Background: an optimization exercise with open tools, aiming at a short achievable clock period and few clock cycles. Do not read the settings as production practice. The flow treats the clock pin as an ideal source, which a real chip does not have. Power and IR drop assume default switching activity.

== rev 12 ==
## Simple_Single_CPU
module Simple_Single_CPU
(
    input         clk_i,
    input         rst_n,
    output [31:0] imem_addr_o,
    input  [31:0] imem_rdata_i,
    output [31:0] dmem_addr_o,
    output [31:0] dmem_wdata_o,
    output        dmem_we_o,
    output        dmem_re_o,
    input  [31:0] dmem_rdata_i
);
For scale: about 7600 cells after synthesis, about 160 I/O pins, ~87000 sq um of cells after synthesis.
Settings: LEC_CHECK=0, ABC_CLOCK_PERIOD_IN_PS=5000, CAP_MARGIN=20, CORE_MARGIN=2, CORE_UTILIZATION=28, PLACE_DENSITY=0.45, SETUP_SLACK_MARGIN=5, SLEW_MARGIN=20, SYNTH_HIERARCHICAL=1; clock period 11.0 ns.
standard.sh (not shown) runs the stock make flow with config.mk's settings and CLKGATE_MAP_FILE= SYNTH_SCRIPT=/design/flow/synth_recipe.tcl, a recipe that flattens the netlist after the stock synthesis.
==> flow/flow/run.sh <==
#!/bin/bash
# The standard layout (the standard.sh, its synthesis unchanged), with these
# changes to how the layout is optimised:
#  - timing repair aims at a slack well above the 11 ns clock's, so that it keeps
#    shortening the critical paths;
#  - the port buffers are buf_8 cells rather than the resizer's default choice;
#  - an extra timing repair pass after CTS (flow/post_cts.tcl), through ORFS's
#    step hook.
# make's full output goes to standard_make.log; each ORFS step also keeps its own
# log under orfs/logs/.
set -euo pipefail
F=$(pwd)/flow
bash standard.sh SETUP_SLACK_MARGIN=7.6 \
    "BUFFER_PORTS_ARGS=-buffer_cell sky130_fd_sc_hd__buf_8" \
    POST_CTS_TCL=$F/post_cts.tcl \
    finish > standard_make.log 2>&1
==> flow/flow/post_cts.tcl <==
# Run after CTS's own timing repair.
# 1. Weak gates that drive long nets: a single-strength cell whose net spans more
#    than 50 um (half-perimeter of its pins' cells) becomes the strength-4 (else 2)
#    cell of the same function, so that later extraction finds no slow, long,
#    weakly driven wire that the repair, working from estimates, left alone.
# 2. One more timing repair pass, then legalize.
set block [ord::get_db_block]
set db [ord::get_db]
set thr [expr {50 * [$block getDbUnitsPerMicron]}]
set n 0
foreach net [$block getNets] {
  if {[$net getSigType] ne "SIGNAL"} { continue }
  set drv ""
  set xs {}
  set ys {}
  foreach it [$net getITerms] {
    set b [[$it getInst] getBBox]
    lappend xs [$b xMin]
    lappend ys [$b yMin]
    if {[$it isOutputSignal]} { set drv [$it getInst] }
  }
  if {$drv eq "" || [llength $xs] < 2} { continue }
  set hp [expr {[tcl::mathfunc::max {*}$xs] - [tcl::mathfunc::min {*}$xs] + [tcl::mathfunc::max {*}$ys] - [tcl::mathfunc::min {*}$ys]}]
  if {$hp < $thr} { continue }
  set m [[$drv getMaster] getName]
  if {![regexp {^(sky130_fd_sc_hd__(nand|nor|a2|o2|a3|o3|a4|o4|inv|xor|xnor|and|or|mux)[a-z0-9]*)_[01]$} $m -> base]} { continue }
  foreach s {4 2} {
    set nm [$db findMaster ${base}_$s]
    if {$nm ne ""} {
      $drv swapMaster $nm
      incr n
      break
    }
  }
}
puts "post_cts: upsized $n weak drivers of long nets"
detailed_placement
estimate_parasitics -placement
report_worst_slack -max
repair_timing_helper
detailed_placement
check_placement -verbose
estimate_parasitics -placement
report_worst_slack -max
> inputs changed (rev 12 -> rev 13)
- changing PLACE_DENSITY from 0.45 to 0.5
- changing CORE_UTILIZATION from 28 to 35
--- outcome ---
Diff rev 12 -> rev 13: achievable frequency down about 0.5%, sum of routed wire segments on met1 fell about 8%, later-pin clock latency in the skew report shrank by 20 ps.
No run of this note included a check of the RTL's function; only the layout flow was run.

========
Another version of the RTL of Simple_Single_CPU (not shown whole).
Size: roughly 8000 cells after synthesis, ~160 I/O pins, roughly 92000 um2 of cells after synthesis.
export LEC_CHECK = 0
export ABC_CLOCK_PERIOD_IN_PS = 5000
export CAP_MARGIN = 20
export CORE_MARGIN = 2
export CORE_UTILIZATION = 35
export PLACE_DENSITY = 0.5
export SETUP_SLACK_MARGIN = 5
export SLEW_MARGIN = 20
export SYNTH_HIERARCHICAL = 1
create_clock -name core_clock -period 11.0 [get_ports {clk_i}]
Scripts as last shown in full above: flow/flow/run.sh, flow/flow/post_cts.tcl
Change:
Settings changed: CORE_UTILIZATION 35 to 28, PLACE_DENSITY 0.5 to 0.45.
The changed run completed with no timing, DRC or antenna violations.
Routed wire length rises by about 7%.
Setup slack loses 0.058 ns.
Non-clock buffer count rises by 23.
Power rises by about 1.7%.
Clock skew rises by 0.0061 ns.
Register-to-register slack loses 0.05 ns.
Worst hold slack gains 0.019 ns.
Clock power rises by about 1%.
Function was not checked in any run of this note: the RTL went through the layout flow alone.

========
## 01-18
Simple_Single_CPU, a different RTL version from the one above (not shown whole).
Size in the first run: ~6900 cells after synthesis, about 1600 flip-flops, roughly 0.076 mm² of cells after synthesis.
## Simple_Single_CPU
module Simple_Single_CPU
(
    input         clk_i,
    input         rst_n,
    output [31:0] imem_addr_o,
    input  [31:0] imem_rdata_i,
    output [31:0] dmem_addr_o,
    output [31:0] dmem_wdata_o,
    output        dmem_we_o,
    output        dmem_re_o,
    input  [31:0] dmem_rdata_i
);
Settings: LEC_CHECK=0, ABC_CLOCK_PERIOD_IN_PS=5000, CAP_MARGIN=20, CORE_MARGIN=2, CORE_UTILIZATION=25, PLACE_DENSITY=0.45, SETUP_SLACK_MARGIN=5, SLEW_MARGIN=20; clock period 11.0 ns.
==> flow/flow/run.sh <==
#!/bin/bash
# Standard layout, with timing repair aiming well below the 11 ns clock.
set -euo pipefail
bash standard.sh SETUP_SLACK_MARGIN=7.5 finish > standard_make.log 2>&1
01-18: full flow OK, the timing, DRC and antenna checks passed
### 01-18 -> 06-05
==> flow/run.sh (new file) <==
#!/bin/bash
# synth_recipe.tcl (not shown) runs the flow's synth.tcl, then flattens the netlist and writes it again
# the make line also repeats each setting of config.mk as NAME=value (left out here)
make -C /OpenROAD-flow-scripts/flow DESIGN_CONFIG=/design/flow/config.mk WORK_HOME=/design/flow/orfs CLKGATE_MAP_FILE= SYNTH_SCRIPT=/design/flow/synth_recipe.tcl finish
removed: flow/flow/run.sh
removed: flow/standard.sh
--- outcome ---
- On shortest clock period the worst path allows after layout, 06-05 does worse than 01-18.
- Per the comparison of 06-05 with 01-18, worst voltage drop across the vdd grid now sits lower, global-route usage now sits lower, wire length now sits lower, clock-buffer cell count now sits higher.
- Global-route wire length before repair improves in 06-05 relative to 01-18.
- Post-route cell area (06-05 over 01-18): decrease, 0.016 mm²
- Looking at fraction of power consumed by combinational cells, 06-05 sits 4.6 points lower than 01-18 does.
- Diff 01-18..06-05 | total of buffers placed on input and output ports | unchanged
- Re largest driver fanout on the critical path: 06-05 and 01-18 aren't equal, and the higher value belongs to 01-18.
- Power consumption: 06-05 vs 01-18 down 6.6%
No run of this note included a check of the RTL's function; only the layout flow was run.

-- static timing again, ports no longer ideal --
Ports are ideal in the flow. The routed layouts listed here were re-timed in OpenROAD.
Step 1, drivers: a clkbuf_16 drives clk_i and a buf_2 each remaining input, both assumed.
Step 2 adds t to the input delays and takes it off the output delays; t is the mean of the earliest and latest rising clock arrival at the registers after step 1. Input paths then give back, and output paths get back, about the clock's delay inside the block.
a / b / c = ideal / step 1 / step 2; a / b = the first two.
run	t, ns	slack for setup (ns)	hold WS [ns]	worst setup path at the end	worst slew at a driven data input, ns
rev 12	0.969	7.218 / 7.018 / 6.049	0.347 / 0.347 / 0.347	input to register	0.40
rev 13	0.937	7.198 / 7.063 / 6.126	0.343 / 0.343 / 0.343	input to register	0.26
the first run of note 2	0.966	7.144 / 7.057 / 6.091	0.348 / 0.348 / 0.348	input to register	0.32
the second run of note 2	0.996	7.086 / 6.918 / 5.923	0.367 / 0.367 / 0.367	input to register	0.33
01-18	1.008	6.659 / 6.649 / 5.641	0.354 / 0.354 / 0.354	input to register	0.19
06-05	0.983	4.721 / 4.810 / 3.827	0.355 / 0.355 / 0.355	input to register	0.21
After both steps every run listed still meets setup and hold. The setup slack of rev 12, which loses most, moves by -0.200 ns with the drivers and by -1.169 ns with both steps.
